Background: an optimization exercise with open tools, aiming at small area, a short achievable clock period and few clock cycles. Do not read the settings as production practice. RTL that was checked went through simulation tests only; none was proved equivalent to the original.

## old
==> flow/design.v <==
module sha_top
(
  input                 clk,
  input                 rst,
  input  logic [32-1:0] stop_sig,
  input  logic [8-1:0]  datain,
  output logic [32-1:0] st_tra,
  output logic          FINISH_FLAG,
  output logic [255:0]  hash
);
function automatic logic [31:0] k(input logic [5:0] n);
  case (n)
    6'd0: k = 32'h428a2f98;
    6'd1: k = 32'h71374491;
    6'd2: k = 32'hb5c0fbcf;
    6'd3: k = 32'he9b5dba5;
    6'd4: k = 32'h3956c25b;
    6'd5: k = 32'h59f111f1;
    6'd6: k = 32'h923f82a4;
    6'd7: k = 32'hab1c5ed5;
    6'd8: k = 32'hd807aa98;
    6'd9: k = 32'h12835b01;
    6'd10: k = 32'h243185be;
    6'd11: k = 32'h550c7dc3;
    6'd12: k = 32'h72be5d74;
    6'd13: k = 32'h80deb1fe;
    6'd14: k = 32'h9bdc06a7;
    6'd15: k = 32'hc19bf174;
    6'd16: k = 32'he49b69c1;
    6'd17: k = 32'hefbe4786;
    6'd18: k = 32'h0fc19dc6;
    6'd19: k = 32'h240ca1cc;
    6'd20: k = 32'h2de92c6f;
    6'd21: k = 32'h4a7484aa;
    6'd22: k = 32'h5cb0a9dc;
    6'd23: k = 32'h76f988da;
    6'd24: k = 32'h983e5152;
    6'd25: k = 32'ha831c66d;
    6'd26: k = 32'hb00327c8;
    6'd27: k = 32'hbf597fc7;
    6'd28: k = 32'hc6e00bf3;
    6'd29: k = 32'hd5a79147;
    6'd30: k = 32'h06ca6351;
    6'd31: k = 32'h14292967;
    6'd32: k = 32'h27b70a85;
    6'd33: k = 32'h2e1b2138;
    6'd34: k = 32'h4d2c6dfc;
    6'd35: k = 32'h53380d13;
    6'd36: k = 32'h650a7354;
    6'd37: k = 32'h766a0abb;
    6'd38: k = 32'h81c2c92e;
    6'd39: k = 32'h92722c85;
    6'd40: k = 32'ha2bfe8a1;
    6'd41: k = 32'ha81a664b;
    6'd42: k = 32'hc24b8b70;
    6'd43: k = 32'hc76c51a3;
    6'd44: k = 32'hd192e819;
    6'd45: k = 32'hd6990624;
    6'd46: k = 32'hf40e3585;
    6'd47: k = 32'h106aa070;
    6'd48: k = 32'h19a4c116;
    6'd49: k = 32'h1e376c08;
    6'd50: k = 32'h2748774c;
    6'd51: k = 32'h34b0bcb5;
    6'd52: k = 32'h391c0cb3;
    6'd53: k = 32'h4ed8aa4a;
    6'd54: k = 32'h5b9cca4f;
    6'd55: k = 32'h682e6ff3;
    6'd56: k = 32'h748f82ee;
    6'd57: k = 32'h78a5636f;
    6'd58: k = 32'h84c87814;
    6'd59: k = 32'h8cc70208;
    6'd60: k = 32'h90befffa;
    6'd61: k = 32'ha4506ceb;
    6'd62: k = 32'hbef9a3f7;
    6'd63: k = 32'hc67178f2;
    default: k = 32'h0;
  endcase
endfunction
function automatic logic [63:0] csa(input logic [31:0] x, input logic [31:0] y, input logic [31:0] z);
  logic [31:0] s, c;
  s = x ^ y ^ z;
  c = (x & y) | (x & z) | (y & z);
  csa = {s, c[30:0], 1'b0};
endfunction
logic       in_byte, in_fin;
logic [7:0] in_data;
always_ff @(posedge clk) begin
  if (rst) begin
    in_byte <= 1'b0;
    in_fin  <= 1'b0;
  end else begin
    in_byte <= (stop_sig == 32'd0);
    in_fin  <= (stop_sig == 32'd2);
  end
  in_data <= datain;
end
logic [60:0] cnt;         
logic [23:0] wbuf;        
logic        padm;        
logic        pwdone;      
logic        nolen;       
logic        final_blk;   
logic        padding;
logic        src_valid;
logic [31:0] src_word;
logic [31:0] padword;
assign padding = padm | in_fin;
always_comb begin
  case (cnt[1:0])
    2'd0: padword = 32'h8000_0000;
    2'd1: padword = {wbuf[7:0], 24'h80_0000};
    2'd2: padword = {wbuf[15:0], 16'h8000};
    default: padword = {wbuf[23:0], 8'h80};
  endcase
end
logic [5:0]  t0;           
logic [0:15][31:0] win;    
logic        blk_busy;     
logic        fin_act;      
logic [1:0]  fin_cnt;
logic        init;         
logic        acc;          
logic        v1, l1, v2, l2;
logic [5:0]  kidx;
logic [31:0] p;
logic        hsl;          
logic [31:0] a, b, c, d, e, f, g, h;
logic [0:3][31:0] ha, he;  
logic        fin_last;
logic        s0_adv;
logic [31:0] wnew, wsched;
assign fin_last = fin_act & (fin_cnt == 2'd3);
always_comb begin
  if (!padding) begin
    src_valid = in_byte & (cnt[1:0] == 2'd3);
    src_word  = {wbuf, in_data};
  end else begin
    src_valid = !final_blk;
    if (!pwdone)                              src_word = padword;
    else if (t0[3:0] == 4'd14 && !nolen)      src_word = cnt[60:29];
    else if (t0[3:0] == 4'd15 && !nolen)      src_word = {cnt[28:0], 3'b000};
    else                                      src_word = 32'd0;
  end
end
logic [31:0] sg0, sg1;
logic [63:0] ws1, ws2;
assign sg0 = {win[1][6:0], win[1][31:7]} ^ {win[1][17:0], win[1][31:18]} ^ {3'b000, win[1][31:3]};
assign sg1 = {win[14][16:0], win[14][31:17]} ^ {win[14][18:0], win[14][31:19]} ^ {10'b0, win[14][31:10]};
assign ws1 = csa(win[0], win[9], sg0);
assign ws2 = csa(ws1[63:32], ws1[31:0], sg1);
assign wsched = ws2[63:32] + ws2[31:0];
assign s0_adv = t0[5] | t0[4] |
                (src_valid & ((t0 != 6'd0) | !blk_busy | (fin_act & fin_cnt[1])));
assign wnew = (t0[5] | t0[4]) ? wsched : src_word;
logic [31:0] hsel, kv;
logic [63:0] ps1;
assign hsel = hsl ? g : h;
assign kv   = k(kidx);
assign ps1  = csa(win[15], kv, hsel);
logic [31:0] bs1, bs0, ch, maj, anew, enew;
logic [63:0] ac1, ac2, ac3, ec1, ec2;
assign bs1 = {e[5:0], e[31:6]} ^ {e[10:0], e[31:11]} ^ {e[24:0], e[31:25]};
assign bs0 = {a[1:0], a[31:2]} ^ {a[12:0], a[31:13]} ^ {a[21:0], a[31:22]};
assign ch  = (e & f) ^ (~e & g);
assign maj = (a & b) ^ (a & c) ^ (b & c);
assign ec1 = csa(p, d, ch);
assign ec2 = csa(ec1[63:32], ec1[31:0], bs1);
assign enew = ec2[63:32] + ec2[31:0];
assign ac1 = csa(p, ch, maj);
assign ac2 = csa(ac1[63:32], bs1, bs0);
assign ac3 = csa(ac1[31:0], ac2[63:32], ac2[31:0]);
assign anew = ac3[63:32] + ac3[31:0];
logic [31:0] suma, sume, iva, ive;
always_comb begin
  case (fin_cnt)
    2'd0: begin iva = 32'ha54ff53a; ive = 32'h5be0cd19; end
    2'd1: begin iva = 32'h3c6ef372; ive = 32'h1f83d9ab; end
    2'd2: begin iva = 32'hbb67ae85; ive = 32'h9b05688c; end
    default: begin iva = 32'h6a09e667; ive = 32'h510e527f; end
  endcase
end
assign suma = init ? iva : ha[0] + d;
assign sume = init ? ive : he[0] + h;
always_ff @(posedge clk) begin
  if (rst) begin
    cnt       <= '0;
    padm      <= 1'b0;
    pwdone    <= 1'b0;
    nolen     <= 1'b0;
    final_blk <= 1'b0;
    t0        <= 6'd0;
    blk_busy  <= 1'b1;
    fin_act   <= 1'b1;
    fin_cnt   <= 2'd0;
    init      <= 1'b1;
    acc       <= 1'b0;
    v1 <= 1'b0; l1 <= 1'b0; v2 <= 1'b0; l2 <= 1'b0;
    FINISH_FLAG <= 1'b0;
    hsl       <= 1'b1;
  end else begin
    if (in_byte) begin
      cnt  <= cnt + 61'd1;
      acc  <= 1'b0;
    end
    if (in_fin) padm <= 1'b1;
    if (s0_adv) begin
      t0 <= t0 + 6'd1;
      if (t0 == 6'd62) acc <= 1'b1;
      if (t0 == 6'd63) begin
        blk_busy <= 1'b1;
        nolen    <= 1'b0;
      end
      if (padding && !(t0[5] | t0[4])) begin
        if (!pwdone) begin
          pwdone <= 1'b1;
          if (t0[3:1] == 3'b111) nolen <= 1'b1;
        end else if (t0[3:0] == 4'd15 && !nolen) begin
          final_blk <= 1'b1;
        end
      end
    end
    v1 <= s0_adv;
    l1 <= s0_adv & (t0 == 6'd63);
    v2 <= v1;
    l2 <= l1;
    if (v2 & l2) begin
      fin_act <= 1'b1;
      fin_cnt <= 2'd0;
    end else if (fin_act) begin
      fin_cnt <= fin_cnt + 2'd1;
      if (fin_last) begin
        fin_act  <= 1'b0;
        init     <= 1'b0;
        blk_busy <= 1'b0;
        if (final_blk) FINISH_FLAG <= 1'b1;
      end
    end
    hsl <= v1 | (v2 & l2) | (fin_act & !fin_last);
  end
end
always_ff @(posedge clk) begin
  if (in_byte) wbuf <= {wbuf[15:0], in_data};
  if (s0_adv) win <= {win[1:15], wnew};
  kidx <= t0;
  p <= ps1[63:32] + ps1[31:0];
  if (fin_act) begin
    ha <= {ha[1], ha[2], ha[3], suma};
    he <= {he[1], he[2], he[3], sume};
  end
  if (v2) begin
    a <= anew; b <= a; c <= b; d <= c;
    e <= enew; f <= e; g <= f; h <= g;
  end else if (fin_act) begin
    a <= suma; b <= a; c <= b; d <= c;
    e <= sume; f <= e; g <= f; h <= g;
  end
end
assign st_tra = {30'd0, acc, acc};
assign hash = {ha[3], ha[2], ha[1], ha[0], he[3], he[2], he[1], he[0]};
endmodule
==> flow/config.mk <==
export PLATFORM = sky130hd
export DESIGN_NAME = sha_top
export DESIGN_NICKNAME = sha_top
export VERILOG_FILES = /design/flow/design.v
export SDC_FILE = /design/flow/constraint.sdc
export NUM_CORES = 4
export LEC_CHECK = 0
export CAP_MARGIN = 20
export CORE_MARGIN = 2
export CORE_UTILIZATION = 45
export PLACE_DENSITY = 0.6
export SLEW_MARGIN = 20
==> flow/constraint.sdc <==
create_clock -name core_clock -period 13.0 [get_ports {clk}]
set_input_delay 2.6000 -clock core_clock [delete_from_list [all_inputs] [get_ports {clk}]]
set_output_delay 2.6000 -clock core_clock [all_outputs]
set_load 0.01 [all_outputs]
standard.sh (not shown) runs the stock make flow with config.mk's settings and CLKGATE_MAP_FILE= SYNTH_SCRIPT=/design/flow/synth_recipe.tcl, a recipe that flattens the netlist after the stock synthesis.
==> flow/flow/run.sh <==
#!/bin/bash
# Standard ORFS layout, with timing repair aimed at a setup slack margin of 8.5 ns
# (the clock period and constraints are unchanged).
set -euo pipefail
bash standard.sh SETUP_SLACK_MARGIN=8.5 finish > standard_flow.log 2>&1
> inputs changed (old -> new)
-- flow/design.v --
<<< old, line 86
logic       in_byte, in_fin;
logic [7:0] in_data;
always_ff @(posedge clk) begin
  if (rst) begin
>>> new, line 86
logic       in_byte, in_fin;
logic [7:0] in_data;
logic       rst_q;
always_ff @(posedge clk) begin
  if (rst) begin
<<< old, line 95
  end
  in_data <= datain;
end
logic [60:0] cnt;         
>>> new, line 96
  end
  in_data <= datain;
  rst_q   <= rst;
end
logic [60:0] cnt;         
<<< old, line 154
                (src_valid & ((t0 != 6'd0) | !blk_busy | (fin_act & fin_cnt[1])));
assign wnew = (t0[5] | t0[4]) ? wsched : src_word;
logic [31:0] hsel, kv;
logic [63:0] ps1;
>>> new, line 156
                (src_valid & ((t0 != 6'd0) | !blk_busy | (fin_act & fin_cnt[1])));
assign wnew = (t0[5] | t0[4]) ? wsched : src_word;
logic        sel_sched, sel_src, sel_whold;
logic [31:0] win15_d;
assign sel_sched = t0[5] | t0[4];
assign sel_src   = s0_adv & !sel_sched;
assign sel_whold = !s0_adv;
assign win15_d = ({32{sel_sched}} & wsched) | ({32{sel_src}} & src_word) |
                 ({32{sel_whold}} & win[15]);
logic [31:0] hsel, kv;
logic [63:0] ps1;
<<< old, line 183
assign suma = init ? iva : ha[0] + d;
assign sume = init ? ive : he[0] + h;
always_ff @(posedge clk) begin
  if (rst) begin
    cnt       <= '0;
    padm      <= 1'b0;
>>> new, line 192
assign suma = init ? iva : ha[0] + d;
assign sume = init ? ive : he[0] + h;
logic        sel_rnd, sel_fin, sel_hold;
logic [31:0] a_d, e_d;
assign sel_rnd  = v2;
assign sel_fin  = fin_act & !v2;
assign sel_hold = !v2 & !fin_act;
assign a_d = ({32{sel_rnd}} & anew) | ({32{sel_fin}} & suma) | ({32{sel_hold}} & a);
assign e_d = ({32{sel_rnd}} & enew) | ({32{sel_fin}} & sume) | ({32{sel_hold}} & e);
always_ff @(posedge clk) begin
  if (rst_q) begin
    cnt       <= '0;
    padm      <= 1'b0;
<<< old, line 197
    acc       <= 1'b0;
    v1 <= 1'b0; l1 <= 1'b0; v2 <= 1'b0; l2 <= 1'b0;
    FINISH_FLAG <= 1'b0;
    hsl       <= 1'b1;
  end else begin
>>> new, line 213
    acc       <= 1'b0;
    v1 <= 1'b0; l1 <= 1'b0; v2 <= 1'b0; l2 <= 1'b0;
    hsl       <= 1'b1;
  end else begin
<<< old, line 234
        init     <= 1'b0;
        blk_busy <= 1'b0;
        if (final_blk) FINISH_FLAG <= 1'b1;
      end
    end
>>> new, line 249
        init     <= 1'b0;
        blk_busy <= 1'b0;
      end
    end
<<< old, line 241
end
always_ff @(posedge clk) begin
  if (in_byte) wbuf <= {wbuf[15:0], in_data};
  if (s0_adv) win <= {win[1:15], wnew};
  kidx <= t0;
  p <= ps1[63:32] + ps1[31:0];
>>> new, line 255
end
always_ff @(posedge clk) begin
  if (rst) FINISH_FLAG <= 1'b0;
  else if (!rst_q && fin_last && final_blk) FINISH_FLAG <= 1'b1;
end
always_ff @(posedge clk) begin
  if (in_byte) wbuf <= {wbuf[15:0], in_data};
  if (s0_adv) win[0:14] <= win[1:15];
  win[15] <= win15_d;
  kidx <= t0;
  p <= ps1[63:32] + ps1[31:0];
<<< old, line 249
    he <= {he[1], he[2], he[3], sume};
  end
  if (v2) begin
    a <= anew; b <= a; c <= b; d <= c;
    e <= enew; f <= e; g <= f; h <= g;
  end else if (fin_act) begin
    a <= suma; b <= a; c <= b; d <= c;
    e <= sume; f <= e; g <= f; h <= g;
  end
end
>>> new, line 268
    he <= {he[1], he[2], he[3], sume};
  end
  a <= a_d;
  e <= e_d;
  if (v2 | fin_act) begin
    b <= a; c <= b; d <= c;
    f <= e; g <= f; h <= g;
  end
end
[summary]
new: flow completed, timing, DRC and antenna clean
Measured against each other, new and old differ in tapcell count, the lower figure coming from old.
Post-route minimum period improves in new relative to old.
On mux share of post-synthesis cell area: between new and old, it ends up lower for old.
Delta (new minus old): number of multi-input logic gates higher, fmax held steady, critical path depth saw an increase.
old → new: arithmetic-cell share of the synthesized area counting full adders, half adders and majority gates down 0.27 points; count of flip-flops and latches flat; number of antenna cells inserted up 5.
new reports a higher global routing usage summed across all routing layers than old does.
Against old, new comes in 353 higher on cell count after synthesis.
old reports its end point of the critical path as win[30]$_DFFE_PN_ while new reports a[24]$_DFF_P_.
Testbench counts of new, summed over its fixed seeds: cycles 63,502.
The RTL of old was laid out without a check of its function.

[what the ideal ports hide]
How much do the figures lean on ideal ports? The routed layouts below were timed once more, with nothing changed but the port constraints.
Step 1 assumes that a clkbuf_16 drives the clock port and a buf_2 every other input.
Step 2 also shifts input and output timing later by t, the mid clock arrival at the registers, as if the neighbouring blocks saw the same clock.
Three values: ideal, step 1, step 2; two values: the first two.
| run | t (ns) | slack for setup (ns) | worst hold slack (ns) | worst setup path at the end | latest minus earliest clock arrival (ns) |
|---|---|---|---|---|---|
| old | 0.839 | 8.125 / 8.125 / 8.125 | 0.399 / 0.399 / 0.399 | register to register | 0.036 / 0.035 |
| new | 0.847 | 8.138 / 8.138 / 8.138 | 0.409 / 0.409 / 0.409 | register to register | 0.031 / 0.031 |
After both steps setup and hold are still met in every run listed.
